Background: an optimization exercise with open tools, aiming at small area and a short achievable clock period. Do not read the settings as production practice. Function was checked by simulation only, so behaviour that the tests miss may differ from the original.

## run a
## fsm_multiplier
module fsm_multiplier (
    input wire clk,
    input wire k0,
    input wire k1,
    input wire [9:0] switches,
    output wire [6:0] disp0,
    output wire [6:0] disp1,
    output wire [6:0] disp2,
    output wire [6:0] disp3,
    output reg [9:0] leds
);
    localparam logic [1:0] IDLE = 2'd0, FIRST_NUM = 2'd1, NEXT_NUM = 2'd2, ERROR = 2'd3;
    logic [1:0] pr_state;
    logic prev_k0, prev_k1, k0pressed, k1pressed;
    logic [15:0] num;    
    wire is_idle  = ~pr_state[1] & ~pr_state[0];
    wire is_first = ~pr_state[1] &  pr_state[0];
    wire is_next  =  pr_state[1] & ~pr_state[0];
    wire is_err   =  pr_state[1] &  pr_state[0];
    wire [15:0] r = ~num;
    wire over = r[15] | r[14] | (r[13] & (r[12] | r[11] | (r[10] & r[9] & r[8] & (r[7] | r[6] | r[5] | r[4]))));
    wire [15:0] prodn;
    mul16 u_mul (.an(num[9:0]), .one(is_idle), .b(switches), .pn(prodn));
    always_ff @(posedge clk) begin
        k0pressed <= prev_k0 & ~k0;
        k1pressed <= prev_k1 & ~k1;
        prev_k0 <= k0;
        prev_k1 <= k1;
        if (k1pressed)                          pr_state <= IDLE;
        else if (is_idle & k0pressed)           pr_state <= FIRST_NUM;
        else if (is_first & k0pressed)          pr_state <= NEXT_NUM;
        else if (is_next & over)                pr_state <= ERROR;
        if (is_idle | (is_first & k0pressed)) num <= prodn;
    end
    wire idle_or_err;
    xnor_cell u_led0 (.a(pr_state[1]), .b(pr_state[0]), .y(idle_or_err));
    always_comb begin
        leds[0] = idle_or_err;
        leds[1] = pr_state[0];
        leds[2] = pr_state[1];
        leds[9:3] = {7{is_err}};
    end
    wire sel_sw = ~pr_state[1];
    wire [15:0] x = ({16{is_next}} & ~num) | {9'd0, {7{sel_sw}} & switches[6:0]};
    wire [11:0] m;
    wire [3:0]  b;
    dd_conv16 u_dd (.x(x), .nx(is_next), .xs(switches[9:7]), .xs_en(sel_sw), .m(m), .b(b));
    seven_seg_display_driver hex0 (.b(b[0]), .m0(m[0]),  .m1(m[1]),  .m2(m[2]),  .s0(disp0[0]), .s1(disp0[1]), .s2(disp0[2]), .s3(disp0[3]), .s4(disp0[4]), .s5(disp0[5]), .s6(disp0[6]));
  ...
clock: 22.0 ns
lec_check: 0
cap_margin: 20
core_margin: 2
core_utilization: 55
slew_margin: 20
synth_hierarchical: 1
standard.sh (not shown) runs the stock make flow with config.mk's settings and CLKGATE_MAP_FILE= SYNTH_SCRIPT=/design/flow/synth_recipe.tcl, a recipe that flattens the netlist after the stock synthesis.
==> flow/flow/run.sh <==
#!/bin/bash
set -euo pipefail
export BUFFER_PORTS_ARGS="-buffer_cell sky130_fd_sc_hd__buf_2"
export SETUP_SLACK_MARGIN=9.5
bash standard.sh > standard.log 2>&1
Relative to run a, the following input files were edited for run b:
Settings: CELL_PAD_IN_SITES_DETAIL_PLACEMENT: unset -> 1; CORE_UTILIZATION: 55 -> 60; CELL_PAD_IN_SITES_GLOBAL_PLACEMENT: unset -> 1.
[summary]
Run b: PASS, flow complete, no timing, DRC or antenna violations
Run b gives more last weighted congestion value of the routability-driven placer than run a did.
Looking at utilization after layout across run b and run a, the one that comes out lower is run a.
NOTE: total routing resource utilization after global routing in run b exceeds that of run a
Compared with run a, run b shows a worst relative slew slack that is 11 points lower.
| standard cell area after detailed placement | run b vs run a | 0.74% lower |
Looking at via count, run b sits 14% higher than run a does.
The cell area was comparable across run b and run a.

## run A
Another version of the RTL of fsm_multiplier (not shown whole).
Size: roughly 51 I/O pins, roughly 5700 µm² of cells after synthesis.
Settings: LEC_CHECK=0, CAP_MARGIN=20, CORE_MARGIN=2, CORE_UTILIZATION=65, SLEW_MARGIN=20, SYNTH_HIERARCHICAL=1; clock period 22.0 ns.
==> flow/flow/run.sh <==
#!/bin/bash
# The standard layout (the standard.sh: ORFS synthesis and layout), except that the port
# buffers are buf_2 cells instead of the default choice.
set -euo pipefail
export BUFFER_PORTS_ARGS="-buffer_cell sky130_fd_sc_hd__buf_2"
bash standard.sh > standard.log 2>&1
### run A -> run B
diff --git a/flow/flow/run.sh b/flow/flow/run.sh
--- a/flow/flow/run.sh
+++ b/flow/flow/run.sh
@@ -5,2 +5,3 @@
 export BUFFER_PORTS_ARGS="-buffer_cell sky130_fd_sc_hd__buf_2"
+export SETUP_SLACK_MARGIN=11
 bash standard.sh > standard.log 2>&1
==> run notes <==
- Run B | status: complete | timing, DRC, antenna: pass
- [compare] base=run A new=run B: final hold slack flat; final cell count moved up; total placed instance area went up.
- Against run A, run B comes in 12 points higher on area overhead of the layout relative to synthesis.
- Worst setup path endpoint = disp2[3]: run B; worst setup path endpoint = disp0[3]: run A
For run C, these inputs were changed with respect to run B:
diff --git a/flow/flow/run.sh b/flow/flow/run.sh
--- a/flow/flow/run.sh
+++ b/flow/flow/run.sh
@@ -5,3 +5,3 @@
 export BUFFER_PORTS_ARGS="-buffer_cell sky130_fd_sc_hd__buf_2"
-export SETUP_SLACK_MARGIN=11
+export SETUP_SLACK_MARGIN=9.5
 bash standard.sh > standard.log 2>&1
==> comparison <==
Run C went all the way through the flow, and no timing, DRC or antenna check failed.
Summary of run C over run B: shortest period the worst path allows +0.20 ns; mean number of vias per cell down 0.10.
Route | run C vs run B | wire shorter in run C
Comparing critical path depth for run B and run C, the smaller number came from run C.
Between run B and run C, the maximum frequency is higher for run B.
Going from run B to run C, total routing usage reported by global routing down 1.9 points; final critical-path setup slack moved down.
Of run B and run C, the run reporting the lower count of filler cells inserted in the layout was run B.
Hold slack: run C vs run B — no meaningful difference
Sequential share of layout area: higher on run C

[separate check: timing with driven ports]
Ports are ideal in the flow. The routed layouts listed here were re-timed in OpenROAD.
Step 1 assumes that a clkbuf_16 drives the clock port and a buf_2 every other input.
Step 2 times the ports against the registers' clock, not the clock port: input delays grow and output delays shrink by t, the midpoint of the rising clock arrivals with the driver on.
a / b / c = ideal ports / drivers / drivers and shift; a / b = the first two.
run	t (ns)	setup WS [ns]	worst setup path at the end
run a of note 1	0.295	10.003 / 9.979 / 9.979	input to output
run b of note 1	0.296	9.749 / 9.727 / 9.727	input to output
run A of note 2	0.285	9.125 / 9.104 / 9.104	input to output
run B of note 2	0.289	9.975 / 9.914 / 9.914	input to output
run C of note 2	0.284	9.778 / 9.760 / 9.760	input to output
After both steps setup and hold are still met in every run listed. For run B of note 2, which loses most, drivers alone change the setup slack by -0.061 ns; drivers and shift together by -0.061 ns.
